Context: an optimization exercise on an open-source flow, tuned for small area, a short achievable clock period and few clock cycles per item. The choices shown serve that exercise and are no tape-out recipe. Where RTL was checked, it was by simulation tests only, not by an equivalence proof against the original. Only the layout flow was run in run 1; the RTL was not checked for function there. Power is estimated from default activity; no workload was simulated.

File: config.mk
export PLATFORM = sky130hd
export DESIGN_NAME = bit_population_counter
export DESIGN_NICKNAME = bit_population_counter
export VERILOG_FILES = /design/flow/design.v
export SDC_FILE = /design/flow/constraint.sdc
export NUM_CORES = 4
export LEC_CHECK = 0
export CAP_MARGIN = 20
export CORE_MARGIN = 2
export CORE_UTILIZATION = 40
export SETUP_SLACK_MARGIN = 1.0
export SLEW_MARGIN = 20
export SYNTH_HIERARCHICAL = 1
export SYNTH_MINIMUM_KEEP_SIZE = 0
File: constraint.sdc
create_clock -name core_clock -period 2.5 [get_ports {clk_i}]
set_input_delay 0.5000 -clock core_clock [delete_from_list [all_inputs] [get_ports {clk_i}]]
set_output_delay 0.5000 -clock core_clock [all_outputs]
set_load 0.01 [all_outputs]
File: design.v
module pc_fa ( input a, input b, input c, output s, output co );
  assign s  = a ^ b ^ c;
  assign co = (a & b) | (a & c) | (b & c);
endmodule
module pc_ha ( input a, input b, output s, output co );
  assign s  = a ^ b;
  assign co = a & b;
endmodule
module bit_population_counter #(
  parameter WIDTH = 128,
  parameter SLICE = 6
)(
  input                               clk_i,
  input                               srst_i,
  input        [(WIDTH-1):0]          data_i,
  input                               data_val_i,
  output logic [$clog2(WIDTH):0]      data_o,
  output logic                        data_val_o
);
  logic s1;
  logic c2;
  logic s3;
  logic c4;
  logic s5;
  logic c6;
  logic s7;
  logic c8;
  logic s9;
  logic c10;
  logic s11;
  logic c12;
  logic s13;
  logic c14;
  logic s15;
  logic c16;
  logic s17;
  logic c18;
  logic s19;
  logic c20;
  logic s21;
  logic c22;
  logic s23;
  logic c24;
  logic s25;
  logic c26;
  logic s27;
  logic c28;
  logic s29;
  logic c30;
  logic s31;
  logic c32;
  logic s33;
  logic c34;
  logic s35;
  logic c36;
  logic s37;
  logic c38;
  logic s39;
  logic c40;
  logic s41;
  logic c42;
  logic s43;
  logic c44;
  logic s45;
  logic c46;
  logic s47;
  logic c48;
  logic s49;
  logic c50;
  logic s51;
  logic c52;
  logic s53;
  logic c54;
  logic s55;
  logic c56;
  logic s57;
  logic c58;
  logic s59;
  logic c60;
  logic s61;
  logic c62;
  logic s63;
  logic c64;
  logic s65;
  logic c66;
  logic s67;
  logic c68;
  logic s69;
  logic c70;
  logic s71;
  logic c72;
  logic s73;
  logic c74;
  logic s75;
  logic c76;
  logic s77;
  logic c78;
  logic s79;
  logic c80;
  logic s81;
  logic c82;
  logic s83;
  logic c84;
  logic s85;
  logic c86;
  logic s87;
  logic c88;
  logic s89;
  logic c90;
  logic s91;
  logic c92;
  logic s93;
  logic c94;
  logic s95;
  logic c96;
  logic s97;
  logic c98;
  logic s99;
  logic c100;
  logic s101;
  logic c102;
  logic s103;
  logic c104;
  logic s105;
  logic c106;
  logic s107;
  logic c108;
  logic s109;
  logic c110;
  logic s111;
  logic c112;
  logic s113;
  logic c114;
  logic s115;
  logic c116;
  logic s117;
  logic c118;
  logic s119;
  logic c120;
  logic s121;
  logic c122;
  logic s123;
  logic c124;
  logic s125;
  logic c126;
  logic s127;
  logic c128;
  logic s129;
  logic c130;
  logic s131;
  logic c132;
  logic s133;
  logic c134;
  logic s135;
  logic c136;
  logic s137;
  logic c138;
  logic s139;
  logic c140;
  logic s141;
  logic c142;
  logic s143;
  logic c144;
  logic s145;
  logic c146;
  logic s147;
  logic c148;
  logic s149;
  logic c150;
  logic s151;
  logic c152;
  logic s153;
  logic c154;
  logic s155;
  logic c156;
  logic s157;
  logic c158;
  logic s159;
  logic c160;
  logic s161;
  logic c162;
  logic s163;
  logic c164;
  logic s165;
  logic c166;
  logic s167;
  logic c168;
  logic s169;
  logic c170;
  logic s171;
  logic c172;
  logic s173;
  logic c174;
  logic s175;
  logic c176;
  logic s177;
  logic c178;
  logic s179;
  logic c180;
  logic s181;
  logic c182;
  logic s183;
  logic c184;
  logic s185;
  logic c186;
  logic s187;
  logic c188;
  logic s189;
  logic c190;
  logic s191;
  logic c192;
  logic s193;
  logic c194;
  logic s195;
  logic c196;
  logic s197;
  logic c198;
  logic s199;
  logic c200;
  logic s201;
  logic c202;
  logic s203;
  logic c204;
  logic s205;
  logic c206;
  logic s207;
  logic c208;
  logic s209;
  logic c210;
  logic s211;
  logic c212;
  logic s213;
  logic c214;
  logic s215;
  logic c216;
  logic s217;
  logic c218;
  logic s219;
  logic c220;
  logic s221;
  logic c222;
  logic s223;
  logic c224;
  logic s225;
  logic c226;
  logic s227;
  logic c228;
  logic s229;
  logic c230;
  logic r1_s83;
  logic r1_s9;
  logic r1_s101;
  logic r1_s103;
  logic r1_s105;
  logic r1_s107;
  logic r1_s109;
  logic r1_s111;
  logic r1_s85;
  logic r1_s87;
  logic r1_s89;
  logic r1_s91;
  logic r1_s93;
  logic r1_s95;
  logic r1_s97;
  logic r1_s99;
  logic r1_c100;
  logic r1_c102;
  logic r1_c104;
  logic r1_c106;
  logic r1_c108;
  logic r1_c110;
  logic r1_c112;
  logic r1_c86;
  logic r1_c88;
  logic r1_c90;
  logic r1_c92;
  logic r1_c94;
  logic r1_c96;
  logic r1_c98;
  logic r1_s113;
  logic r1_s115;
  logic r1_s117;
  logic r1_s119;
  logic r1_s121;
  logic r1_s123;
  logic r1_s125;
  logic r1_s127;
  logic r1_s129;
  logic r1_s131;
  logic r1_s133;
  logic r1_s135;
  logic r1_s137;
  logic r1_s139;
  logic r1_c114;
  logic r1_c116;
  logic r1_c118;
  logic r1_c120;
  logic r1_c122;
  logic r1_c124;
  logic r1_c126;
  logic r1_c128;
  logic r1_c130;
  logic r1_c132;
  logic r1_c134;
  logic r1_c136;
  logic r1_c138;
  logic r1_c140;
  logic r2_s151;
  logic r2_s153;
  logic r2_c152;
  logic r2_c154;
  logic r2_s173;
  logic r2_s175;
  logic r2_s177;
  logic r2_s179;
  logic r2_s181;
  logic r2_c174;
  logic r2_c176;
  logic r2_c178;
  logic r2_c180;
  logic r2_c182;
  logic r2_s191;
  logic r2_s193;
  logic r2_s195;
  logic r2_s197;
  logic r2_s199;
  logic r2_c190;
  logic r2_c192;
  logic r2_c194;
  logic r2_c196;
  logic r2_c198;
  logic r2_c200;
  logic r2_s201;
  logic r2_c202;
  logic r3_s203;
  logic r3_s207;
  logic r3_s209;
  logic r3_c210;
  logic r3_s217;
  logic r3_s219;
  logic r3_c218;
  logic r3_c220;
  logic r3_s225;
  logic r3_s227;
  logic r3_c226;
  logic r3_c228;
  logic r3_s229;
  logic r3_c230;
  pc_fa u_s1 ( .a(data_i[0]), .b(data_i[100]), .c(data_i[101]), .s(s1), .co(c2) );
  pc_fa u_s3 ( .a(data_i[102]), .b(data_i[103]), .c(data_i[104]), .s(s3), .co(c4) );
  pc_fa u_s5 ( .a(data_i[105]), .b(data_i[106]), .c(data_i[107]), .s(s5), .co(c6) );
  pc_fa u_s7 ( .a(data_i[108]), .b(data_i[109]), .c(data_i[10]), .s(s7), .co(c8) );
  pc_fa u_s9 ( .a(data_i[110]), .b(data_i[111]), .c(data_i[112]), .s(s9), .co(c10) );
  pc_fa u_s11 ( .a(data_i[113]), .b(data_i[114]), .c(data_i[115]), .s(s11), .co(c12) );
  pc_fa u_s13 ( .a(data_i[116]), .b(data_i[117]), .c(data_i[118]), .s(s13), .co(c14) );
  pc_fa u_s15 ( .a(data_i[119]), .b(data_i[11]), .c(data_i[120]), .s(s15), .co(c16) );
  pc_fa u_s17 ( .a(data_i[121]), .b(data_i[122]), .c(data_i[123]), .s(s17), .co(c18) );
  pc_fa u_s19 ( .a(data_i[124]), .b(data_i[125]), .c(data_i[126]), .s(s19), .co(c20) );
  pc_fa u_s21 ( .a(data_i[127]), .b(data_i[12]), .c(data_i[13]), .s(s21), .co(c22) );
  pc_fa u_s23 ( .a(data_i[14]), .b(data_i[15]), .c(data_i[16]), .s(s23), .co(c24) );
  pc_fa u_s25 ( .a(data_i[17]), .b(data_i[18]), .c(data_i[19]), .s(s25), .co(c26) );
  pc_fa u_s27 ( .a(data_i[1]), .b(data_i[20]), .c(data_i[21]), .s(s27), .co(c28) );
  pc_fa u_s29 ( .a(data_i[22]), .b(data_i[23]), .c(data_i[24]), .s(s29), .co(c30) );
  pc_fa u_s31 ( .a(data_i[25]), .b(data_i[26]), .c(data_i[27]), .s(s31), .co(c32) );
  pc_fa u_s33 ( .a(data_i[28]), .b(data_i[29]), .c(data_i[2]), .s(s33), .co(c34) );
  pc_fa u_s35 ( .a(data_i[30]), .b(data_i[31]), .c(data_i[32]), .s(s35), .co(c36) );
  pc_fa u_s37 ( .a(data_i[33]), .b(data_i[34]), .c(data_i[35]), .s(s37), .co(c38) );
  pc_fa u_s39 ( .a(data_i[36]), .b(data_i[37]), .c(data_i[38]), .s(s39), .co(c40) );
  pc_fa u_s41 ( .a(data_i[39]), .b(data_i[3]), .c(data_i[40]), .s(s41), .co(c42) );
  pc_fa u_s43 ( .a(data_i[41]), .b(data_i[42]), .c(data_i[43]), .s(s43), .co(c44) );
  pc_fa u_s45 ( .a(data_i[44]), .b(data_i[45]), .c(data_i[46]), .s(s45), .co(c46) );
  pc_fa u_s47 ( .a(data_i[47]), .b(data_i[48]), .c(data_i[49]), .s(s47), .co(c48) );
  pc_fa u_s49 ( .a(data_i[4]), .b(data_i[50]), .c(data_i[51]), .s(s49), .co(c50) );
  pc_fa u_s51 ( .a(data_i[52]), .b(data_i[53]), .c(data_i[54]), .s(s51), .co(c52) );
  pc_fa u_s53 ( .a(data_i[55]), .b(data_i[56]), .c(data_i[57]), .s(s53), .co(c54) );
  pc_fa u_s55 ( .a(data_i[58]), .b(data_i[59]), .c(data_i[5]), .s(s55), .co(c56) );
  pc_fa u_s57 ( .a(data_i[60]), .b(data_i[61]), .c(data_i[62]), .s(s57), .co(c58) );
  pc_fa u_s59 ( .a(data_i[63]), .b(data_i[64]), .c(data_i[65]), .s(s59), .co(c60) );
  pc_fa u_s61 ( .a(data_i[66]), .b(data_i[67]), .c(data_i[68]), .s(s61), .co(c62) );
  pc_fa u_s63 ( .a(data_i[69]), .b(data_i[6]), .c(data_i[70]), .s(s63), .co(c64) );
  pc_fa u_s65 ( .a(data_i[71]), .b(data_i[72]), .c(data_i[73]), .s(s65), .co(c66) );
  pc_fa u_s67 ( .a(data_i[74]), .b(data_i[75]), .c(data_i[76]), .s(s67), .co(c68) );
  pc_fa u_s69 ( .a(data_i[77]), .b(data_i[78]), .c(data_i[79]), .s(s69), .co(c70) );
  pc_fa u_s71 ( .a(data_i[7]), .b(data_i[80]), .c(data_i[81]), .s(s71), .co(c72) );
  pc_fa u_s73 ( .a(data_i[82]), .b(data_i[83]), .c(data_i[84]), .s(s73), .co(c74) );
  pc_fa u_s75 ( .a(data_i[85]), .b(data_i[86]), .c(data_i[87]), .s(s75), .co(c76) );
  pc_fa u_s77 ( .a(data_i[88]), .b(data_i[89]), .c(data_i[8]), .s(s77), .co(c78) );
  pc_fa u_s79 ( .a(data_i[90]), .b(data_i[91]), .c(data_i[92]), .s(s79), .co(c80) );
  pc_fa u_s81 ( .a(data_i[93]), .b(data_i[94]), .c(data_i[95]), .s(s81), .co(c82) );
  pc_fa u_s83 ( .a(data_i[96]), .b(data_i[97]), .c(data_i[98]), .s(s83), .co(c84) );
  pc_fa u_s85 ( .a(data_i[99]), .b(data_i[9]), .c(s1), .s(s85), .co(c86) );
  pc_fa u_s87 ( .a(s11), .b(s13), .c(s15), .s(s87), .co(c88) );
  pc_fa u_s89 ( .a(s17), .b(s19), .c(s21), .s(s89), .co(c90) );
  pc_fa u_s91 ( .a(s23), .b(s25), .c(s27), .s(s91), .co(c92) );
  pc_fa u_s93 ( .a(s29), .b(s3), .c(s31), .s(s93), .co(c94) );
  pc_fa u_s95 ( .a(s33), .b(s35), .c(s37), .s(s95), .co(c96) );
  pc_fa u_s97 ( .a(s39), .b(s41), .c(s43), .s(s97), .co(c98) );
  pc_fa u_s99 ( .a(s45), .b(s47), .c(s49), .s(s99), .co(c100) );
  pc_fa u_s101 ( .a(s5), .b(s51), .c(s53), .s(s101), .co(c102) );
  pc_fa u_s103 ( .a(s55), .b(s57), .c(s59), .s(s103), .co(c104) );
  pc_fa u_s105 ( .a(s61), .b(s63), .c(s65), .s(s105), .co(c106) );
  pc_fa u_s107 ( .a(s67), .b(s69), .c(s7), .s(s107), .co(c108) );
  pc_fa u_s109 ( .a(s71), .b(s73), .c(s75), .s(s109), .co(c110) );
  pc_fa u_s111 ( .a(s77), .b(s79), .c(s81), .s(s111), .co(c112) );
  pc_fa u_s113 ( .a(c10), .b(c12), .c(c14), .s(s113), .co(c114) );
  pc_fa u_s115 ( .a(c16), .b(c18), .c(c2), .s(s115), .co(c116) );
  pc_fa u_s117 ( .a(c20), .b(c22), .c(c24), .s(s117), .co(c118) );
  pc_fa u_s119 ( .a(c26), .b(c28), .c(c30), .s(s119), .co(c120) );
  pc_fa u_s121 ( .a(c32), .b(c34), .c(c36), .s(s121), .co(c122) );
  pc_fa u_s123 ( .a(c38), .b(c4), .c(c40), .s(s123), .co(c124) );
  pc_fa u_s125 ( .a(c42), .b(c44), .c(c46), .s(s125), .co(c126) );
  pc_fa u_s127 ( .a(c48), .b(c50), .c(c52), .s(s127), .co(c128) );
  pc_fa u_s129 ( .a(c54), .b(c56), .c(c58), .s(s129), .co(c130) );
  pc_fa u_s131 ( .a(c6), .b(c60), .c(c62), .s(s131), .co(c132) );
  pc_fa u_s133 ( .a(c64), .b(c66), .c(c68), .s(s133), .co(c134) );
  pc_fa u_s135 ( .a(c70), .b(c72), .c(c74), .s(s135), .co(c136) );
  pc_fa u_s137 ( .a(c76), .b(c78), .c(c8), .s(s137), .co(c138) );
  pc_fa u_s139 ( .a(c80), .b(c82), .c(c84), .s(s139), .co(c140) );
  pc_fa u_s141 ( .a(r1_s101), .b(r1_s103), .c(r1_s105), .s(s141), .co(c142) );
  pc_fa u_s143 ( .a(r1_s107), .b(r1_s109), .c(r1_s111), .s(s143), .co(c144) );
  pc_fa u_s145 ( .a(r1_s83), .b(r1_s85), .c(r1_s87), .s(s145), .co(c146) );
  pc_fa u_s147 ( .a(r1_s89), .b(r1_s9), .c(r1_s91), .s(s147), .co(c148) );
  pc_fa u_s149 ( .a(r1_s93), .b(r1_s95), .c(r1_s97), .s(s149), .co(c150) );
  pc_fa u_s151 ( .a(r1_s99), .b(s141), .c(s143), .s(s151), .co(c152) );
  pc_fa u_s153 ( .a(s145), .b(s147), .c(s149), .s(s153), .co(c154) );
  pc_fa u_s155 ( .a(r1_c100), .b(r1_c102), .c(r1_c104), .s(s155), .co(c156) );
  pc_fa u_s157 ( .a(r1_c106), .b(r1_c108), .c(r1_c110), .s(s157), .co(c158) );
  pc_fa u_s159 ( .a(r1_c112), .b(r1_c86), .c(r1_c88), .s(s159), .co(c160) );
  pc_fa u_s161 ( .a(r1_c90), .b(r1_c92), .c(r1_c94), .s(s161), .co(c162) );
  pc_fa u_s163 ( .a(r1_c96), .b(r1_c98), .c(r1_s113), .s(s163), .co(c164) );
  pc_fa u_s165 ( .a(r1_s115), .b(r1_s117), .c(r1_s119), .s(s165), .co(c166) );
  pc_fa u_s167 ( .a(r1_s121), .b(r1_s123), .c(r1_s125), .s(s167), .co(c168) );
  pc_fa u_s169 ( .a(r1_s127), .b(r1_s129), .c(r1_s131), .s(s169), .co(c170) );
  pc_fa u_s171 ( .a(r1_s133), .b(r1_s135), .c(r1_s137), .s(s171), .co(c172) );
  pc_fa u_s173 ( .a(r1_s139), .b(c142), .c(c144), .s(s173), .co(c174) );
  pc_fa u_s175 ( .a(c146), .b(c148), .c(c150), .s(s175), .co(c176) );
  pc_fa u_s177 ( .a(s155), .b(s157), .c(s159), .s(s177), .co(c178) );
  pc_fa u_s179 ( .a(s161), .b(s163), .c(s165), .s(s179), .co(c180) );
  pc_fa u_s181 ( .a(s167), .b(s169), .c(s171), .s(s181), .co(c182) );
  pc_fa u_s183 ( .a(r1_c114), .b(r1_c116), .c(r1_c118), .s(s183), .co(c184) );
  pc_fa u_s185 ( .a(r1_c120), .b(r1_c122), .c(r1_c124), .s(s185), .co(c186) );
  pc_fa u_s187 ( .a(r1_c126), .b(r1_c128), .c(r1_c130), .s(s187), .co(c188) );
  pc_fa u_s189 ( .a(r1_c132), .b(r1_c134), .c(r1_c136), .s(s189), .co(c190) );
  pc_fa u_s191 ( .a(r1_c138), .b(r1_c140), .c(c156), .s(s191), .co(c192) );
  pc_fa u_s193 ( .a(c158), .b(c160), .c(c162), .s(s193), .co(c194) );
  pc_fa u_s195 ( .a(c164), .b(c166), .c(c168), .s(s195), .co(c196) );
  pc_fa u_s197 ( .a(c170), .b(c172), .c(s183), .s(s197), .co(c198) );
  pc_fa u_s199 ( .a(s185), .b(s187), .c(s189), .s(s199), .co(c200) );
  pc_fa u_s201 ( .a(c184), .b(c186), .c(c188), .s(s201), .co(c202) );
  pc_ha u_s203 ( .a(r2_s151), .b(r2_s153), .s(s203), .co(c204) );
  pc_fa u_s205 ( .a(r2_c152), .b(r2_c154), .c(r2_s173), .s(s205), .co(c206) );
  pc_fa u_s207 ( .a(r2_s175), .b(r2_s177), .c(r2_s179), .s(s207), .co(c208) );
  pc_fa u_s209 ( .a(r2_s181), .b(c204), .c(s205), .s(s209), .co(c210) );
  pc_fa u_s211 ( .a(r2_c174), .b(r2_c176), .c(r2_c178), .s(s211), .co(c212) );
  pc_fa u_s213 ( .a(r2_c180), .b(r2_c182), .c(r2_s191), .s(s213), .co(c214) );
  pc_fa u_s215 ( .a(r2_s193), .b(r2_s195), .c(r2_s197), .s(s215), .co(c216) );
  pc_fa u_s217 ( .a(r2_s199), .b(c206), .c(c208), .s(s217), .co(c218) );
  pc_fa u_s219 ( .a(s211), .b(s213), .c(s215), .s(s219), .co(c220) );
  pc_fa u_s221 ( .a(r2_c190), .b(r2_c192), .c(r2_c194), .s(s221), .co(c222) );
  pc_fa u_s223 ( .a(r2_c196), .b(r2_c198), .c(r2_c200), .s(s223), .co(c224) );
  pc_fa u_s225 ( .a(r2_s201), .b(c212), .c(c214), .s(s225), .co(c226) );
  pc_fa u_s227 ( .a(c216), .b(s221), .c(s223), .s(s227), .co(c228) );
  pc_fa u_s229 ( .a(r2_c202), .b(c222), .c(c224), .s(s229), .co(c230) );
  logic [7:0] sum_last;
  assign sum_last = 8'(r3_s203)
                  + (8'(r3_s207) << 1)
                  + (8'(r3_s209) << 1)
                  + (8'(r3_c210) << 2)
                  + (8'(r3_s217) << 2)
                  + (8'(r3_s219) << 2)
                  + (8'(r3_c218) << 3)
                  + (8'(r3_c220) << 3)
                  + (8'(r3_s225) << 3)
                  + (8'(r3_s227) << 3)
                  + (8'(r3_c226) << 4)
                  + (8'(r3_c228) << 4)
                  + (8'(r3_s229) << 4)
                  + (8'(r3_c230) << 5);
  always_ff @( posedge clk_i )
    begin
      r1_s83 <= s83;
      r1_s9 <= s9;
      r1_s101 <= s101;
      r1_s103 <= s103;
      r1_s105 <= s105;
      r1_s107 <= s107;
      r1_s109 <= s109;
      r1_s111 <= s111;
      r1_s85 <= s85;
      r1_s87 <= s87;
      r1_s89 <= s89;
      r1_s91 <= s91;
      r1_s93 <= s93;
      r1_s95 <= s95;
      r1_s97 <= s97;
      r1_s99 <= s99;
      r1_c100 <= c100;
      r1_c102 <= c102;
      r1_c104 <= c104;
      r1_c106 <= c106;
      r1_c108 <= c108;
      r1_c110 <= c110;
      r1_c112 <= c112;
      r1_c86 <= c86;
      r1_c88 <= c88;
      r1_c90 <= c90;
      r1_c92 <= c92;
      r1_c94 <= c94;
      r1_c96 <= c96;
      r1_c98 <= c98;
      r1_s113 <= s113;
      r1_s115 <= s115;
      r1_s117 <= s117;
      r1_s119 <= s119;
      r1_s121 <= s121;
      r1_s123 <= s123;
      r1_s125 <= s125;
      r1_s127 <= s127;
      r1_s129 <= s129;
      r1_s131 <= s131;
      r1_s133 <= s133;
      r1_s135 <= s135;
      r1_s137 <= s137;
      r1_s139 <= s139;
      r1_c114 <= c114;
      r1_c116 <= c116;
      r1_c118 <= c118;
      r1_c120 <= c120;
      r1_c122 <= c122;
      r1_c124 <= c124;
      r1_c126 <= c126;
      r1_c128 <= c128;
      r1_c130 <= c130;
      r1_c132 <= c132;
      r1_c134 <= c134;
      r1_c136 <= c136;
      r1_c138 <= c138;
      r1_c140 <= c140;
    end
  always_ff @( posedge clk_i )
    begin
      r2_s151 <= s151;
      r2_s153 <= s153;
      r2_c152 <= c152;
      r2_c154 <= c154;
      r2_s173 <= s173;
      r2_s175 <= s175;
      r2_s177 <= s177;
      r2_s179 <= s179;
      r2_s181 <= s181;
      r2_c174 <= c174;
      r2_c176 <= c176;
      r2_c178 <= c178;
      r2_c180 <= c180;
      r2_c182 <= c182;
      r2_s191 <= s191;
      r2_s193 <= s193;
      r2_s195 <= s195;
      r2_s197 <= s197;
      r2_s199 <= s199;
      r2_c190 <= c190;
      r2_c192 <= c192;
      r2_c194 <= c194;
      r2_c196 <= c196;
      r2_c198 <= c198;
      r2_c200 <= c200;
      r2_s201 <= s201;
      r2_c202 <= c202;
    end
  always_ff @( posedge clk_i )
    begin
      r3_s203 <= s203;
      r3_s207 <= s207;
      r3_s209 <= s209;
      r3_c210 <= c210;
      r3_s217 <= s217;
      r3_s219 <= s219;
      r3_c218 <= c218;
      r3_c220 <= c220;
      r3_s225 <= s225;
      r3_s227 <= s227;
      r3_c226 <= c226;
      r3_c228 <= c228;
      r3_s229 <= s229;
      r3_c230 <= c230;
    end
  always_ff @( posedge clk_i )
    data_o <= {sum_last[7], sum_last[6], sum_last[5], sum_last[4], sum_last[3], sum_last[2], sum_last[1], sum_last[0]};
  logic [3:0] valid_delay;
  assign data_val_o = valid_delay[3];
  always_ff @( posedge clk_i )
    if( srst_i )
      valid_delay <= '0;
    else
      valid_delay <= {valid_delay[2:0], data_val_i};
endmodule
File: flow/run.sh
#!/bin/bash
# The standard layout (bash standard.sh), with the smallest buffer,
# sky130_fd_sc_hd__buf_1, on every input and output port; the resizer may
# still upsize it where timing needs. Each tool's output goes to its own log.
set -o pipefail
export BUFFER_PORTS_ARGS="-buffer_cell sky130_fd_sc_hd__buf_1"
bash standard.sh > standard.log 2>&1
File: standard.sh
#!/bin/bash
# synth_recipe.tcl (not shown) runs the flow's synth.tcl, then flattens the netlist and writes it again
# the make line also repeats each setting of config.mk as NAME=value (left out here)
make -C /OpenROAD-flow-scripts/flow DESIGN_CONFIG=/design/flow/config.mk WORK_HOME=/design/flow/orfs CLKGATE_MAP_FILE= SYNTH_SCRIPT=/design/flow/synth_recipe.tcl "${@:-finish}"
==> qor.yml, run 1 <==
place_ws_ns: 0.315
final_layout_size_suffix_gt1_frac: 0.140
finalSetupViolCount: 0
cp_cell_sequence: "inv_2 > fa_1 > inv_1 > fa_2 > ha_4 > fa_2 > a21oi_2 > nor2b_1"
die_area_um2: 12900
hold_path_class: "reg2reg"
avgSynthCellArea_um2: 18.7
synthesis.nets: 516
powerDensity_nw_per_um2: 1180
vias_per_cell: 4.23
crit_buf_inv: 2
placed_cell_area_um2: 5640
p_leak_nw: 2.23
tightest_slew_ns: 0.170
grt_max_degree: 19
cp_slowest_cell: "fa_1"
seq_area_frac_synth: 0.462
relSlewSlack: 0.887
path_clk_slew_ns: 0.07
grt_pass1_wl_mm: 12.4
drc: 0
synth_area_leaders: "fa_1, dfxtp_1, ha_1, inv_1, nor2b_1"
post-route-period-util: 0.871
ir_drop_v: 0.000538
synth_area_um2: 4810
clockBufferDepth: 2
initial_core_util: 0.406
synth_enable_flop_cells: 0
regMostFlops: "data_o"
cts-root-buf: "clkbuf_16"
synth_top_area_frac: 0.495
reg_top3: "data_o: 8 flops, valid_delay: 4 flops"
nets: 666
post_cts_buffers: 0
clk_latency_ns: 0.34
first_pass_iters: 3
antenna_found_initial: 0
cts_sinks: 111
critPathCaptureType: "register"
portBuffers: 139
ys_types: 10
synthCells: 258
cts_buffers: 9
largest_reg_flops: 8
async_flop_share: 0
setup_slack_ns: 0.323
worstPathMaxFanout: 2
syn_to_final_growth_pct: 23.3
gp_congestion: 0.724
slowest_delay_ns: 0.52
ys.flop_type: "dfxtp_1"
ant_nets: 0
rows: 40
crit_type: "reg2reg"
hold_viol: 0
skew_ns: 0.0108
tritoncts: "built"
cts_htree_levels: 3
tns_ns: 0
die_h_um: 114
grt_usage: 0.129
crit_arrival_ns: 2.41
min_path_cells: 0
crit_cells: 8
synthTopCellsByCount: "fa_1, dfxtp_1, inv_1, ha_1, nor2b_1"
rsz0062_at_grt: "true"
timing.fmax_ghz: 0.459
dr.first_iter.drc_count: 52
drv_cap: 0
yosysTopAreaCell: "fa_1"
drt_wl_total_mm: 7.37
avgRoutedWirePerCell_um: 13.2
crit_top_cell: "fa_2"
vias: 2370
grt_overflow: 0
die_w_um: 114
period_needed_ns: 2.18
required_ns: 2.74
synth_warnings: 7
dp_hpwl_mm: 6.52
diodes: 0
core_um2: 11900
status: "finished clean"
grt_pass1_vias: 2732
reg2reg_depth: 8
design_area_um2: 5940
maxSlewViolCount: 0
synth.most_common_cell: "fa_1"
crit_family: "adder cells"
ys_ff_latch: 111
io_pins: 140
startpoint_type: "register"
## routing by layer
layer  up-vias  part of all wire  global-route usage
met3         7             0.045              0.0324
met1      1217              0.40               0.155
met5         -                 0                   0
met2        65              0.55               0.226
met4         0             0.013              0.0463
li1       1081                 -                   -
## worst register-to-register path, cell delays in order (launching register included)
cell     delay (ns)
dfxtp_2        0.32
inv_2          0.03
fa_1           0.52
inv_1          0.05
fa_2           0.43
ha_4           0.18
fa_2           0.36
a21oi_2        0.13
nor2b_1        0.05
## path summary, 6_finish.rpt
| check | start | end | slack [ns] |
|---|---|---|---|
| setup / recovery | r3_c218 | data_o[7] | 0.32 |
| hold reg to reg | r3_s203 | data_o[0] | 0.34 |
| setup reg to reg | r3_c218 | data_o[7] | 0.32 |
| hold / removal | r3_s203 | data_o[0] | 0.34 |
## where the power goes
part	switching, mW	total (mW)	leakage (nW)	internal, mW
logic	1.37	2.73	1.15	1.35
clock network	0.625	1.41	0.148	0.785
registers	0.316	2.84	0.935	2.53
total	2.31	6.98	2.23	4.66
## cell type report
| class | count | area [um^2] |
|---|---|---|
| Sequential cell | 111 | 2220 |
| Clock inverter | 6 | 66.3 |
| Multi-Input combinational cell | 137 | 2670 |
| Fill cell | 1025 | 5930 |
| Clock buffer | 10 | 229 |
| Tap cell | 147 | 184 |
| Inverter | 10 | 37.5 |
| Timing Repair Buffer | 139 | 522 |
## what timing repair did
| item | 4_1_cts | 5_1_grt |
|---|---|---|
| resized for setup | 1 | 2 |
| hold endpoints to repair | 0 | 0 |
| hold buffers | 0 | 0 |
| pin swaps | 4 | 2 |
| endpoints found under the setup margin | 6 | 8 |
| cloned | 0 | 0 |
## per-stage QoR
| stage | utilization | power (mW) | instances | hold WS [ns] |
|---|---|---|---|---|
| global placement | 0.475 | 5.51 | 544 | 0.316 |
| floorplan | - | 4.67 | 258 | 0.310 |
| detailed placement | 0.475 | 5.68 | 544 | 0.323 |
| finish | 0.500 | 6.98 | 560 | 0.337 |
| global route | 0.500 | 7.71 | 560 | 0.356 |
| CTS | 0.500 | 7.14 | 560 | 0.341 |
## Yosys stat by module, one instance, submodules excluded
| module | times used | cell area, um^2 |
|---|---|---|
| pc_ha | 1 | 12.5 |
| pc_fa | 114 | 20.0 |
| bit_population_counter | 1 | 2520 |
## cell families (layout without fill, tap and decap cells)
kind of cell,count (synthesis),after routing,synth area share
AOI/OAI and AO/OA,3,3,0.00442
buffers and inverters,10,165,0.00780
xor gates and xnor gates,2,2,0.00364
and+or+nand+nor,5,5,0.00650
adders and majority gates,127,127,0.516
DFF,111,111,0.462
## cell usage in the layout, fill, tap and decap left out, drive strengths merged
master	netlist	routed
a21oi	2	2
dfxtp	111	111
xnor2	1	1
clkbuf	0	10
inv	10	13
a21o	1	1
nor2b	5	5
buf	0	139
xor2	1	1
clkinv	0	2
bufinv	0	1
ha	8	8
fa	119	119
==> run 2, diff against run 1 <==
--- a/design.v
+++ b/design.v
@@ -249,2 +249,26 @@
   logic c230;
+  logic s231;
+  logic c232;
+  logic s233;
+  logic c234;
+  logic s235;
+  logic c236;
+  logic s237;
+  logic c238;
+  logic s239;
+  logic c240;
+  logic s241;
+  logic c242;
+  logic s243;
+  logic c244;
+  logic s245;
+  logic c246;
+  logic s247;
+  logic c248;
+  logic s249;
+  logic c250;
+  logic s251;
+  logic c252;
+  logic s253;
+  logic c254;
   logic r1_s83;
@@ -348,2 +372,20 @@
   logic r3_c230;
+  logic r4_r3_s203;
+  logic r4_s231;
+  logic r4_s235;
+  logic r4_c236;
+  logic r4_s239;
+  logic r4_c238;
+  logic r4_s241;
+  logic r4_c240;
+  logic r4_r3_c230;
+  logic r4_c242;
+  logic r5_r4_r3_s203;
+  logic r5_r4_s231;
+  logic r5_r4_s235;
+  logic r5_s243;
+  logic r5_s247;
+  logic r5_c248;
+  logic r5_s249;
+  logic r5_c250;
   pc_fa u_s1 ( .a(data_i[0]), .b(data_i[100]), .c(data_i[101]), .s(s1), .co(c2) );
@@ -463,17 +505,14 @@
   pc_fa u_s229 ( .a(r2_c202), .b(c222), .c(c224), .s(s229), .co(c230) );
-  logic [7:0] sum_last;
-  assign sum_last = 8'(r3_s203)
-                  + (8'(r3_s207) << 1)
-                  + (8'(r3_s209) << 1)
-                  + (8'(r3_c210) << 2)
-                  + (8'(r3_s217) << 2)
-                  + (8'(r3_s219) << 2)
-                  + (8'(r3_c218) << 3)
-                  + (8'(r3_c220) << 3)
-                  + (8'(r3_s225) << 3)
-                  + (8'(r3_s227) << 3)
-                  + (8'(r3_c226) << 4)
-                  + (8'(r3_c228) << 4)
-                  + (8'(r3_s229) << 4)
-                  + (8'(r3_c230) << 5);
+  pc_ha u_s231 ( .a(r3_s207), .b(r3_s209), .s(s231), .co(c232) );
+  pc_fa u_s233 ( .a(r3_c210), .b(r3_s217), .c(r3_s219), .s(s233), .co(c234) );
+  pc_ha u_s235 ( .a(c232), .b(s233), .s(s235), .co(c236) );
+  pc_fa u_s237 ( .a(r3_c218), .b(r3_c220), .c(r3_s225), .s(s237), .co(c238) );
+  pc_fa u_s239 ( .a(r3_s227), .b(c234), .c(s237), .s(s239), .co(c240) );
+  pc_fa u_s241 ( .a(r3_c226), .b(r3_c228), .c(r3_s229), .s(s241), .co(c242) );
+  pc_ha u_s243 ( .a(r4_c236), .b(r4_s239), .s(s243), .co(c244) );
+  pc_fa u_s245 ( .a(r4_c238), .b(r4_c240), .c(r4_s241), .s(s245), .co(c246) );
+  pc_ha u_s247 ( .a(c244), .b(s245), .s(s247), .co(c248) );
+  pc_fa u_s249 ( .a(r4_c242), .b(r4_r3_c230), .c(c246), .s(s249), .co(c250) );
+  pc_ha u_s251 ( .a(r5_c248), .b(r5_s249), .s(s251), .co(c252) );
+  pc_ha u_s253 ( .a(r5_c250), .b(c252), .s(s253), .co(c254) );
   always_ff @( posedge clk_i )
@@ -587,5 +626,29 @@
   always_ff @( posedge clk_i )
-    data_o <= {sum_last[7], sum_last[6], sum_last[5], sum_last[4], sum_last[3], sum_last[2], sum_last[1], sum_last[0]};
-  logic [3:0] valid_delay;
-  assign data_val_o = valid_delay[3];
+    begin
+      r4_r3_s203 <= r3_s203;
+      r4_s231 <= s231;
+      r4_s235 <= s235;
+      r4_c236 <= c236;
+      r4_s239 <= s239;
+      r4_c238 <= c238;
+      r4_s241 <= s241;
+      r4_c240 <= c240;
+      r4_r3_c230 <= r3_c230;
+      r4_c242 <= c242;
+    end
+  always_ff @( posedge clk_i )
+    begin
+      r5_r4_r3_s203 <= r4_r3_s203;
+      r5_r4_s231 <= r4_s231;
+      r5_r4_s235 <= r4_s235;
+      r5_s243 <= s243;
+      r5_s247 <= s247;
+      r5_c248 <= c248;
+      r5_s249 <= s249;
+      r5_c250 <= c250;
+    end
+  always_ff @( posedge clk_i )
+    data_o <= {c254, s253, s251, r5_s247, r5_s243, r5_r4_s235, r5_r4_s231, r5_r4_r3_s203};
+  logic [5:0] valid_delay;
+  assign data_val_o = valid_delay[5];
   always_ff @( posedge clk_i )
@@ -594,3 +657,3 @@
     else
-      valid_delay <= {valid_delay[2:0], data_val_i};
+      valid_delay <= {valid_delay[4:0], data_val_i};
 endmodule
--- a/config.mk
+++ b/config.mk
@@ -10,3 +10,3 @@
 export CORE_UTILIZATION = 40
-export SETUP_SLACK_MARGIN = 1.0
+export SETUP_SLACK_MARGIN = 1.1
 export SLEW_MARGIN = 20
==> run 2 against run 1 <==
Design area increased by 13%. Clock power is 91% higher. Hold slack got worse by 0.015 ns. Sequential share of layout area increased by 1.7 points. Non-clock buffer count unchanged. Die area grew 6.8%. Final cell count rose by 8.4%. Core utilization up 3.3 points. Routed wire length increased by 8.1%. Synthesized cell count up 2.3%. Synthesized area increased by 7.0%. Register-to-register slack improved by 0.69 ns. Critical path type unchanged. Largest power group unchanged. Highest routed layer unchanged.
==> qor.yml, run 2 <==
status: "finished clean"
r2r_end: "r2_s153"
drc: 0  # unchanged
die_area_um2: 13800  # +6.8%
async_flop_share: 0  # unchanged
skew_ns: 0.00692  # -0.00387 ns
diodes: 0  # unchanged
holdPathEnd: "r4_r3_c230"
design_area_um2: 6740  # +13%
largest_reg_flops: 8  # unchanged
cts_htree_levels: 4  # +1
ys.flop_type: "dfxtp_1"
synth.most_common_cell: "dfxtp_1"
synthesis.nets: 522  # +1.2%
min_path_cells: 0  # unchanged
worstPathMaxFanout: 1  # -1
synth_area_leaders: "dfxtp_1, fa_1, ha_1, nor2b_1"
grt_pass1_vias: 2986  # +9.3%
placed_cell_area_um2: 6030  # +6.9%
synthTopCellsByCount: "dfxtp_1, fa_1, ha_1, nor2b_1"
core_um2: 12600  # +6.4%
total_power_mw: 8.12  # +16%
drv_cap: 0  # unchanged
path_clk_slew_ns: 0.06  # about the same
crit_type: "reg2reg"
io_pins: 140  # unchanged
drt_wl_total_mm: 7.97  # +8.1%
clockBufferDepth: 2  # unchanged
ys_types: 4  # -6
dr.first_iter.drc_count: 65  # +25%
relSlewSlack: 0.860  # -0.0268
post_cts_buffers: 0  # unchanged
portBuffers: 139  # unchanged
synth_area_um2: 5150  # +7.0%
synth_enable_flop_cells: 0  # unchanged
required_ns: 2.78  # +0.04 ns
die_w_um: 117  # +3.3%
nets: 680  # +2.1%
final_common_cell: "buf_1"
grt_pass1_wl_mm: 13.7  # +10%
p_leak_nw: 2.48  # +11%
nFillCells: 1060  # +3.4%
tns_ns: 0  # unchanged
hold_viol: 0  # unchanged
hold_path_class: "reg2reg"
die_h_um: 117  # +3.3%
final_cell_mix: "buf_1, dfxtp_1, fa_2, fa_1, clkbuf_16"
regMostFlops: "data_o"
maxSlewViolCount: 0  # unchanged
ir_drop_v: 0.000634  # +18%
grt_usage: 0.132  # +0.00296
clk_latency_ns: 0.40  # +0.06 ns
multi_input_area_um2: 2700  # +0.98%
gp_congestion: 0.735  # +1.6%
cts_buffers: 17  # +8
syn_to_final_growth_pct: 30.8
seq_area_frac_synth: 0.509  # +0.0475
cts-root-buf: "clkbuf_16"
synthCells: 264  # +2.3%
vias_per_cell: 4.06  # -4.0%
period_needed_ns: 1.49  # -0.689 ns
synth_top_area_frac: 0.509  # +0.0142
powerDensity_nw_per_um2: 1210  # +2.6%
synth_warnings: 7  # unchanged
crit_path_start: "r1_s95"
crit_arrival_ns: 1.77  # -0.64 ns
vias: 2467  # +4.1%
min_from: "r3_c230"
post-route-period-util: 0.595  # -0.275
final_layout_size_suffix_gt1_frac: 0.262  # +0.122
cts_sinks: 131  # +18%
grt_overflow: 0  # unchanged
critPathCaptureType: "register"
antenna_found_initial: 0  # unchanged
ys_ff_latch: 131  # +18%
startpoint_type: "register"
fin_cells: 607  # +8.4%
grt_max_degree: 17  # -2
rsz0062_at_grt: "true"
first_pass_iters: 4  # +1
rows: 41  # +2.5%
register_area_um2: 2640  # +19%
dp_hpwl_mm: 6.82  # +4.7%
avgSynthCellArea_um2: 19.5  # +4.6%
tightest_slew_ns: 0.210  # +0.0402 ns
reg_top3: "data_o: 8 flops, valid_delay: 6 flops"
initial_core_util: 0.408  # +0.00239
avgRoutedWirePerCell_um: 13.1  # -0.27%
rrSetupSlack_ns: 1.01  # +0.69 ns
timing.fmax_ghz: 0.672  # +46%
tritoncts: "built"
reg2reg_depth: 2  # -6
yosysTopAreaCell: "dfxtp_1"
finalSetupViolCount: 0  # unchanged
dp.cells: 575  # +5.7%
ant_nets: 0  # unchanged
r2r_start: "r1_s95"
## run 2: final cells by class
type,instances,area share
Multi-Input combinational cell,133,0.401
Timing Repair Buffer,139,0.0778
Clock inverter,12,0.0301
Sequential cell,131,0.392
Clock buffer,20,0.0678
Tap cell,172,0.0319
## run 2: timing repair
| item | 4_1_cts | 5_1_grt |
|---|---|---|
| endpoints found under the setup margin | 12 | 26 |
| resized for setup | 5 | 22 |
| pin swaps | 16 | 21 |
| hold buffers | 0 | 0 |
## run 2: per-stage QoR
step                worst slack, ns  hold slack (ns)  utilization
floorplan                     0.915            0.310            -
global placement              0.775            0.311        0.478
detailed placement            0.748            0.312        0.478
CTS                           0.985            0.322        0.530
global route                  0.981            0.328        0.534
finish                         1.01            0.322        0.534
## run 2: power by group
part           internal (mW)  switching [mW]
clock                   1.82           0.863
combinational           1.04            1.01
sequential              3.00           0.390
total                   5.86            2.26
## run 2: logic make-up after synthesis
logic type | after synthesis | synth area share
DFF | 131 | 0.509
and+or+nand+nor | 6 | 0.00729
adders and majority gates | 127 | 0.483
## run 2: worst max-delay path: stages, from the launching register on
cell and delay (ns):
dfxtp_2 0.32, fa_2 0.61, fa_2 0.44
## run 2: Yosys stat by module, one instance, submodules excluded
module                  area, um^2  copies in the design  flops+latches
pc_ha                         12.5                     7              0
bit_population_counter        2660                     1            131
pc_fa                         20.0                   120              0
## run 2: worst max path at each step
| stage | slack, ns | end | cells after the start |
|---|---|---|---|
| floorplan | 0.92 | r1_s101 | 2 |
| global placement | 0.77 | r1_s105 | 3 |
| detailed placement | 0.75 | r1_s107 | 3 |
| CTS | 0.99 | r2_s151 | 2 |
| global route | 0.98 | r2_s177 | 2 |
| finish | 1.01 | r2_s153 | 2 |
## run 2: routing by layer
metal	global-route usage	wire length, um	vias up	part of all wire
met1	0.147	3120	1243	0.39
met4	0.0512	103	0	0.013
met5	0	0	-	0
li1	-	-	1132	-
met2	0.231	4350	80	0.55
met3	0.0465	395	12	0.050
Testbench counts of run 2, summed over its fixed seeds: cycles 8,048, items 8,000.
==> run 3, diff against run 2 <==
--- a/config.mk
+++ b/config.mk
@@ -10,2 +10,5 @@
 export CORE_UTILIZATION = 40
+export CTS_BUF_LIST = sky130_fd_sc_hd__clkbuf_8
+export CTS_CLUSTER_DIAMETER = 60
+export CTS_CLUSTER_SIZE = 24
 export SETUP_SLACK_MARGIN = 1.1
==> run 3 against run 2 <==
Still clean. Setup slack got worse by 0.0025 ns. Critical path depth unchanged. Via count decreased by 0.41%. Synthesized cell count unchanged. Non-clock buffer count unchanged. Critical endpoint is now r2_s181.
==> qor.yml, run 3 <==
synthCells: 264  # unchanged
skew_ns: 0.0113  # +0.00442 ns
finalSetupViolCount: 0  # unchanged
regMostFlops: "data_o"
startpoint_type: "register"
relSlewSlack: 0.860  # unchanged
synth_area_um2: 5150  # unchanged
period_needed_ns: 1.49  # +0.00249 ns
final_common_cell: "buf_1"
worstPathMaxFanout: 1  # unchanged
ys_types: 4  # unchanged
io_pins: 140  # unchanged
rows: 41  # unchanged
required_ns: 2.85  # +0.07 ns
synth_area_leaders: "dfxtp_1, fa_1, ha_1, nor2b_1"
p_leak_nw: 2.42  # -2.3%
drv_cap: 0  # unchanged
min_from: "data_val_i"
cts-root-buf: "clkbuf_8"
ant_nets: 0  # unchanged
synth_warnings: 7  # unchanged
nFillCells: 1078  # +1.7%
status: "finished clean"
crit_type: "reg2reg"
path_clk_slew_ns: 0.07  # about the same
grt_pass1_vias: 2955  # -1.0%
dp_hpwl_mm: 6.82  # unchanged
synthTopCellsByCount: "dfxtp_1, fa_1, ha_1, nor2b_1"
die_area_um2: 13800  # unchanged
synth_top_area_frac: 0.509  # unchanged
synth_enable_flop_cells: 0  # unchanged
post-route-period-util: 0.596  # +0.000996
diodes: 0  # unchanged
antenna_found_initial: 0  # unchanged
drt_wl_total_mm: 7.90  # -0.85%
tightest_slew_ns: 0.210  # unchanged
critPathCaptureType: "register"
yosysTopAreaCell: "dfxtp_1"
final_layout_size_suffix_gt1_frac: 0.271  # +0.00920
tritoncts: "built"
die_h_um: 117  # unchanged
die_w_um: 117  # unchanged
async_flop_share: 0  # unchanged
vias: 2457  # -0.41%
drc: 0  # unchanged
final_cell_mix: "buf_1, dfxtp_1, fa_2, fa_1, clkbuf_8"
seq_area_frac_synth: 0.509  # unchanged
maxSlewViolCount: 0  # unchanged
powerDensity_nw_per_um2: 1140  # -5.8%
syn_to_final_growth_pct: 27.3
first_pass_iters: 4  # unchanged
hold_path_class: "in2reg"
nets: 680  # unchanged
clk_latency_ns: 0.42  # +0.02 ns
timing.fmax_ghz: 0.671  # -0.17%
cts_sinks: 131  # unchanged
ys.flop_type: "dfxtp_1"
grt_usage: 0.130  # -0.00151
avgSynthCellArea_um2: 19.5  # unchanged
ir_drop_v: 0.000399  # -37%
post-route-util: 0.519  # -0.0144
hold_viol: 0  # unchanged
vias_per_cell: 4.05  # -0.41%
cts_htree_levels: 4  # unchanged
avgRoutedWirePerCell_um: 13.0  # -0.85%
core_um2: 12600  # unchanged
reg_top3: "data_o: 8 flops, valid_delay: 6 flops"
grt_overflow: 0  # unchanged
grt_max_degree: 17  # unchanged
gp_congestion: 0.735  # unchanged
cts_buffers: 17  # unchanged
rrSetupSlack_ns: 1.01  # about the same
portBuffers: 139  # unchanged
dr.first_iter.drc_count: 79  # +22%
initial_core_util: 0.408  # unchanged
clockBufferDepth: 2  # unchanged
grt_pass1_wl_mm: 13.5  # -1.2%
cts_hold_buf: 0  # unchanged
crit_arrival_ns: 1.85  # +0.08 ns
rsz0062_at_grt: "true"
largest_reg_flops: 8  # unchanged
r2r_start: "r1_s133"
tns_ns: 0  # unchanged
post_cts_buffers: 0  # unchanged
ys_ff_latch: 131  # unchanged
synthesis.nets: 522  # unchanged
crit_path_start: "r1_s133"
synth.most_common_cell: "dfxtp_1"
run 3: cell counts after synthesis:
Identical to the previous run, type by type.
run 3: cell families after synthesis:
| group | after synthesis | share of synthesized area |
|---|---|---|
| adder cells (fa/ha/maj) | 127 | 0.483 |
| flip-flops | 131 | 0.509 |
| AND/OR/NAND/NOR | 6 | 0.00729 |
run 3: critical path, cell delays in order, from the launching register on:
cell     delay (ns)
dfxtp_1        0.32
fa_1           0.53
fa_2           0.58
run 3: worst paths after layout:
check	to	cells past startpoint
setup / recovery	r2_s181	2
hold / removal	valid_delay[0]	2
setup reg to reg	r2_s181	2
hold reg to reg	r4_r3_c230	0
run 3: metal layers:
| layer | share of wire | GRT usage | vias up |
|---|---|---|---|
| met4 | 0.013 | 0.0715 | 0 |
| met1 | 0.39 | 0.146 | 1242 |
| li1 | - | - | 1126 |
| met5 | 0 | 0 | - |
| met2 | 0.54 | 0.228 | 78 |
| met3 | 0.053 | 0.0320 | 11 |
run 3: timing repair:
action | 4_1_cts | 5_1_grt
pin swaps | 12 | 8
gates cloned | 0 | 0
setup endpoints to repair | 19 | 29
gates resized for setup | 9 | 26
run 3: through the flow:
step	power (mW)	instance area [um^2]	hold slack, ns	setup WS [ns]	cells
floorplan	4.55	5290	0.310	0.915	264
global placement	5.39	6030	0.311	0.775	575
detailed placement	5.50	6030	0.312	0.748	575
CTS	7.55	6510	0.285	0.985	607
global route	8.15	6560	0.296	0.977	607
finish	7.44	6560	0.313	1.01	607
run 3: modules after synthesis (local to each module, per instance):
module                  cell area (um^2)  flip-flops and latches  times used  cells inside
pc_fa                               20.0                       0         120             1
bit_population_counter              2660                     131           1           137
pc_ha                               12.5                       0           7             1
run 3: area by class of cell:
cell class	instances	area [um^2]	area share
flip-flops and latches	131	2640	0.402
clock buffers	19	262	0.0399
repair buffers	139	539	0.0823
clock inverters	13	206	0.0315
well taps	172	215	0.0328
multi-input cells	133	2700	0.412
run 3: report_power, final:
group | leakage (nW) | internal [mW] | switching, mW
registers | 1.10 | 2.99 | 0.392
clock network | 0.226 | 1.24 | 0.774
logic | 1.09 | 1.05 | 1.00
==> run 4, diff against run 3 <==
==> flow/run.sh (replaced) <==
#!/bin/bash
# The standard layout (bash standard.sh), with the smallest buffer,
# sky130_fd_sc_hd__buf_1, on every input and output port (the resizer may
# still upsize it where timing needs), and clock tree synthesis without
# dummy loads. Each tool's output goes to its own log.
set -o pipefail
export BUFFER_PORTS_ARGS="-buffer_cell sky130_fd_sc_hd__buf_1"
export CTS_ARGS="-sink_clustering_enable -repair_clock_nets -dont_use_dummy_load -sink_clustering_size 24 -sink_clustering_max_diameter 60 -buf_list sky130_fd_sc_hd__clkbuf_8"
bash standard.sh > standard.log 2>&1
==> run 4 against run 3 <==
Still clean. Power decreased by 11%. Sequential power about the same. Routed wire length decreased by 1.1%.
==> qor.yml, run 4 <==
status: "finished clean"
synthesis.nets: 522  # unchanged
gp_congestion: 0.735  # unchanged
crit_arrival_ns: 1.76  # -0.09 ns
min_path_cells: 0  # -2
post-route-period-util: 0.600  # +0.00354
reg_top3: "data_o: 8 flops, valid_delay: 6 flops"
die_w_um: 117  # unchanged
synth_warnings: 7  # unchanged
diodes: 0  # unchanged
drc: 0  # unchanged
startpoint_type: "register"
r2r_end: "r2_s177"
largest_reg_flops: 8  # unchanged
antenna_found_initial: 0  # unchanged
rrSetupSlack_ns: 1.00  # about the same
cp_slowest_cell: "fa_1"
crit_type: "reg2reg"
rows: 41  # unchanged
maxSlewViolCount: 0  # unchanged
io_pins: 140  # unchanged
holdPathEnd: "r4_r3_c230"
portBuffers: 139  # unchanged
skew_ns: 0.0235  # +0.0121 ns
tritoncts: "built"
synth.most_common_cell: "dfxtp_1"
ys_types: 4  # unchanged
period_needed_ns: 1.50  # +0.00886 ns
tns_ns: 0  # unchanged
async_flop_share: 0  # unchanged
initial_core_util: 0.408  # unchanged
syn_to_final_growth_pct: 22.7
cts_sinks: 131  # unchanged
grt_pass1_wl_mm: 13.3  # -1.5%
synth_top_area_frac: 0.509  # unchanged
cts-root-buf: "clkbuf_8"
worstPathMaxFanout: 1  # unchanged
drt_wl_total_mm: 7.81  # -1.1%
fin_cells: 592  # -2.5%
path_clk_slew_ns: 0.07  # about the same
p_leak_nw: 2.31  # -4.6%
ir_drop_v: 0.000425  # +6.5%
crit_family: "adder cells"
clockBufferDepth: 2  # unchanged
final_cell_mix: "buf_1, dfxtp_1, fa_2, fa_1, clkbuf_8"
setup_slack_ns: 1.00  # -0.00886 ns
synth_area_um2: 5150  # unchanged
cts_htree_levels: 4  # unchanged
yosysTopAreaCell: "dfxtp_1"
ant_nets: 0  # unchanged
core_um2: 12600  # unchanged
post_cts_buffers: 0  # unchanged
ys.flop_type: "dfxtp_1"
placed_cell_area_um2: 6030  # unchanged
grt_max_degree: 17  # unchanged
first_pass_iters: 3  # -1
synthCells: 264  # unchanged
design_area_um2: 6320  # -3.6%
reg2reg_depth: 2  # unchanged
finalSetupViolCount: 0  # unchanged
slowest_delay_ns: 0.58  # about the same
vias: 2430  # -1.1%
tightest_slew_ns: 0.210  # unchanged
cts_hold_buf: 0  # unchanged
vias_per_cell: 4.10  # +1.4%
clk_latency_ns: 0.41  # about the same
dr.first_iter.drc_count: 68  # -14%
required_ns: 2.76  # -0.09 ns
synth_enable_flop_cells: 0  # unchanged
final_layout_size_suffix_gt1_frac: 0.250  # -0.0213
hold_viol: 0  # unchanged
hold_path_class: "reg2reg"
dp_hpwl_mm: 6.82  # unchanged
drv_cap: 0  # unchanged
ys_ff_latch: 131  # unchanged
timing.fmax_ghz: 0.667  # -0.59%
rsz0062_at_grt: "true"
avgSynthCellArea_um2: 19.5  # unchanged
crit_top_cell: "fa_1"
grt_pass1_vias: 2898  # -1.9%
avgRoutedWirePerCell_um: 13.2  # +1.4%
nets: 680  # unchanged
grt_overflow: 0  # unchanged
regMostFlops: "data_o"
critPathCaptureType: "register"
synthTopCellsByCount: "dfxtp_1, fa_1, ha_1, nor2b_1"
powerDensity_nw_per_um2: 1050  # -7.4%
die_h_um: 117  # unchanged
place_ws_ns: 0.748  # unchanged
final_common_cell: "buf_1"
seq_area_frac_synth: 0.509  # unchanged
cp_cell_sequence: "fa_1 > fa_1"
synth_area_leaders: "dfxtp_1, fa_1, ha_1, nor2b_1"
crit_buf_inv: 0  # unchanged
holdWs_ns: 0.318  # +0.00459 ns
relSlewSlack: 0.860  # unchanged
cts_buffers: 17  # unchanged
grt_usage: 0.128  # -0.00181
r2r_start: "r1_c104"
min_from: "r3_c230"
dp.cells: 575  # unchanged
die_area_um2: 13800  # unchanged
==> run 4: changes by cell type in the layout (fill, tap and decap cells not counted), sizes merged <==
cell	delta
inv	-2
clkbuf	+3
buf	-5
bufinv	-5
clkinvlp	-4
clkinv	-2
==> run 4: cell type report <==
type	count	area (um^2)
timing repair buffer	139	532
multi-input combinational	133	2700
sequential	131	2640
tap	172	215
clock buffer	17	234
fill	1093	6300
==> run 4: repair_timing <==
action                                  4_1_cts  5_1_grt
endpoints found under the setup margin       16       31
gates resized for setup                       5       27
cloned                                        0        0
pin swaps                                    11       16
==> run 4: cells by family after synthesis <==
kind of cell	synth area share
flip-flops	0.509
adder cells (fa/ha/maj)	0.483
AND/OR/NAND/NOR	0.00729
==> run 4: worst max-delay path by stage <==
stage               startpoint  endpoint  slack, ns  depth (start not counted)
floorplan           data_i[52]   r1_s101       0.92                          2
global placement    data_i[69]   r1_s105       0.77                          3
detailed placement  data_i[77]   r1_s107       0.75                          3
CTS                    r1_c104   r2_s177       0.98                          2
global route           r1_c104   r2_s177       0.96                          2
finish                 r1_c104   r2_s177       1.00                          2
==> run 4: stage by stage <==
| stage | total power [mW] | utilization |
|---|---|---|
| 6_report | 6.64 | 0.501 |
| 5_1_grt | 7.35 | 0.501 |
| 4_1_cts | 6.74 | 0.497 |
| 3_5_place_dp | 5.50 | 0.478 |
| 3_3_place_gp | 5.39 | 0.478 |
| 2_1_floorplan | 4.55 | - |
==> run 4: Yosys stat by module (local to each module, per instance) <==
module	cells	flops+latches
bit_population_counter	137	131
pc_fa	1	0
pc_ha	1	0
==> run 4: power by group <==
| group | internal [mW] | switching [mW] |
|---|---|---|
| logic | 1.05 | 0.998 |
| clock network | 0.597 | 0.618 |
| registers | 3.00 | 0.390 |
==> run 4: metal layers <==
layer,part of all wire,global-route usage,up-vias
met5,0,0,-
met4,0.016,0.0557,0
met3,0.052,0.0436,10
met2,0.54,0.224,79
met1,0.39,0.143,1229
li1,-,-,1112
==> run 5, diff against run 4 <==
--- a/flow/run.sh
+++ b/flow/run.sh
@@ -7,3 +7,3 @@
 export BUFFER_PORTS_ARGS="-buffer_cell sky130_fd_sc_hd__buf_1"
-export CTS_ARGS="-sink_clustering_enable -repair_clock_nets -dont_use_dummy_load -sink_clustering_size 24 -sink_clustering_max_diameter 60 -buf_list sky130_fd_sc_hd__clkbuf_8"
+export CTS_ARGS="-sink_clustering_enable -repair_clock_nets -dont_use_dummy_load -sink_clustering_size 40 -sink_clustering_max_diameter 120 -buf_list sky130_fd_sc_hd__clkbuf_8"
 bash standard.sh > standard.log 2>&1
==> run 5 against run 4 <==
Flip-flop and latch count stayed put. Critical path depth stayed put. Clock power hardly changed. Routed wire length stayed put. Critical endpoint unchanged. Setup slack stayed put.
==> qor.yml, run 5 <==
reg_top3: "data_o: 8 flops, valid_delay: 6 flops"
async_flop_share: 0  # unchanged
nets: 680  # unchanged
switching_power_mw: 2.01  # unchanged
final_common_cell: "buf_1"
placed_cell_area_um2: 6030  # unchanged
synth_top_area_frac: 0.509  # unchanged
switching_share: 0.302  # unchanged
power.share.clock: 0.183  # about the same
drt_wl_total_mm: 7.81  # unchanged
cts_hold_buf: 0  # unchanged
diodes: 0  # unchanged
ys_ff_latch: 131  # unchanged
crit_type: "reg2reg"
gp_congestion: 0.735  # unchanged
tritoncts: "built"
rows: 41  # unchanged
vias: 2430  # unchanged
cts-root-buf: "clkbuf_8"
synth_warnings: 7  # unchanged
dp_hpwl_mm: 6.82  # unchanged
dp.cells: 575  # unchanged
clk_latency_ns: 0.41  # about the same
finalSetupViolCount: 0  # unchanged
grt_usage: 0.128  # unchanged
p_seq_frac: 0.509  # about the same
yosysTopAreaCell: "dfxtp_1"
vias_per_cell: 4.10  # unchanged
drv_cap: 0  # unchanged
design_area_um2: 6320  # unchanged
powerDensity_nw_per_um2: 1050  # unchanged
grt_pass1_vias: 2898  # unchanged
die_h_um: 117  # unchanged
ant_nets: 0  # unchanged
cts_htree_levels: 4  # unchanged
path_clk_slew_ns: 0.07  # about the same
p_comb_frac: 0.308  # about the same
required_ns: 2.76  # about the same
avgSynthCellArea_um2: 19.5  # unchanged
ys_types: 4  # unchanged
initial_core_util: 0.408  # unchanged
grt_overflow: 0  # unchanged
synthesis.nets: 522  # unchanged
place_ws_ns: 0.748  # unchanged
period_needed_ns: 1.50  # unchanged
worstPathMaxFanout: 1  # unchanged
avgRoutedWirePerCell_um: 13.2  # unchanged
skew_ns: 0.0235  # unchanged
synth_area_um2: 5150  # unchanged
fin_cells: 592  # unchanged
synthCells: 264  # unchanged
hold_path_class: "reg2reg"
status: "finished clean"
cts_sinks: 131  # unchanged
p_leak_nw: 2.31  # unchanged
die_area_um2: 13800  # unchanged
timing.fmax_ghz: 0.667  # unchanged
p_int_mw: 4.64  # unchanged
die_w_um: 117  # unchanged
grt_max_degree: 17  # unchanged
maxSlewViolCount: 0  # unchanged
seq_area_frac_synth: 0.509  # unchanged
holdWs_ns: 0.318  # unchanged
grt_pass1_wl_mm: 13.3  # unchanged
antenna_found_initial: 0  # unchanged
synth_enable_flop_cells: 0  # unchanged
crit_arrival_ns: 1.76  # about the same
io_pins: 140  # unchanged
synth.most_common_cell: "dfxtp_1"
cts_buffers: 17  # unchanged
ir_drop_v: 0.000425  # unchanged
dr.first_iter.drc_count: 68  # unchanged
tns_ns: 0  # unchanged
largest_reg_flops: 8  # unchanged
ys.flop_type: "dfxtp_1"
syn_to_final_growth_pct: 22.7  # unchanged
tightest_slew_ns: 0.210  # unchanged
clockBufferDepth: 2  # unchanged
post-route-period-util: 0.600  # unchanged
core_um2: 12600  # unchanged
final_cell_mix: "buf_1, dfxtp_1, fa_2, fa_1, clkbuf_8"
startpoint_type: "register"
synthTopCellsByCount: "dfxtp_1, fa_1, ha_1, nor2b_1"
regMostFlops: "data_o"
synth_area_leaders: "dfxtp_1, fa_1, ha_1, nor2b_1"
drc: 0  # unchanged
final_layout_size_suffix_gt1_frac: 0.250  # unchanged
rsz0062_at_grt: "true"
hold_viol: 0  # unchanged
portBuffers: 139  # unchanged
first_pass_iters: 3  # unchanged
relSlewSlack: 0.860  # unchanged
setup_slack_ns: 1.00  # unchanged
critPathCaptureType: "register"
run 5: cell counts in the layout (fill, tap and decap cells not counted):
Identical to the previous run, type by type.
run 5: layout make-up:
class	count	area, um^2
tap	172	215
clock buffer	17	234
sequential	131	2640
fill	1093	6300
multi-input combinational	133	2700
timing repair buffer	139	532
run 5: power groups by stage:
stage	Combinational, mW	Clock (mW)	Sequential, mW
final	2.04	1.22	3.39
after global placement	1.98	0	3.41
after CTS	2.09	1.27	3.39
after detailed placement	2.07	0	3.42
after global routing	2.51	1.36	3.48
after floorplan	1.19	0	3.36
run 5: stage by stage:
stage | util | total power, mW
2_1_floorplan | - | 4.55
3_3_place_gp | 0.478 | 5.39
3_5_place_dp | 0.478 | 5.50
4_1_cts | 0.497 | 6.74
5_1_grt | 0.501 | 7.35
6_report | 0.501 | 6.64
run 5: logic make-up (layout without fill, tap and decap cells):
group | after synthesis | count (layout) | share of synthesized area
flip-flops | 131 | 131 | 0.509
buffers and inverters | 0 | 156 | 0
adder cells (fa/ha/maj) | 127 | 127 | 0.483
AND/OR/NAND/NOR | 6 | 6 | 0.00729
run 5: final timing paths:
kind                start          to  depth (start not counted)  slack (ns)
setup / recovery  r1_c104     r2_s177                          2        1.00
hold / removal    r3_c230  r4_r3_c230                          0        0.32
setup reg to reg  r1_c104     r2_s177                          2        1.00
hold reg to reg   r3_c230  r4_r3_c230                          0        0.32
run 5: worst max-delay path, cell delays in order, from the launching register on:
cell	delay (ns)
dfxtp_2	0.32
fa_1	0.58
fa_1	0.45
run 5: repair_timing:
item                       4_1_cts  5_1_grt
setup endpoints to repair       16       31
resized for setup                5       27
buffers inserted                 0        0
pin swaps                       11       16
run 5: modules after synthesis (local to each module, per instance):
module                  copies in the design  flip-flops and latches
bit_population_counter                     1                     131
pc_fa                                    120                       0
pc_ha                                      7                       0
run 5: metal layers:
layer	up-vias	share of wire	global-route usage
met5	-	0	0
met4	0	0.016	0.0557
met3	10	0.052	0.0436
met2	79	0.54	0.224
met1	1229	0.39	0.143
li1	1112	-	-

## separate check: timing with driven ports
How much do the figures lean on ideal ports? The routed layouts below were timed once more, with nothing changed but the port constraints.
Step 1: set_driving_cell puts a clkbuf_16 on clk_i and a buf_2 on each other input, an assumption about the parent block.
Step 2 also shifts input and output timing later by t, the mid clock arrival at the registers, as if the neighbouring blocks saw the same clock.
Three values: ideal, step 1, step 2; two values: the first two.
| run | shift t [ns] | setup slack, ns | worst setup path at the end | worst slew at a driven data input, ns | cell pins on the clock port's net |
|---|---|---|---|---|---|
| run 1 | 0.376 | 0.323 / 0.323 / 0.323 | register to register | 0.03 | 1 |
| run 2 | 0.435 | 1.012 / 1.012 / 0.747 | input to register | 0.04 | 1 |
| run 3 | 0.446 | 1.009 / 1.009 / 0.750 | input to register | 0.04 | 1 |
| run 4 | 0.438 | 1.000 / 1.000 / 0.751 | input to register | 0.04 | 1 |
| run 5 | 0.438 | 1.000 / 1.000 / 0.751 | input to register | 0.04 | 1 |
After both steps setup and hold are still met in every run listed. For run 2, which loses most, drivers alone change the setup slack by 0.000 ns; drivers and shift together by -0.265 ns.
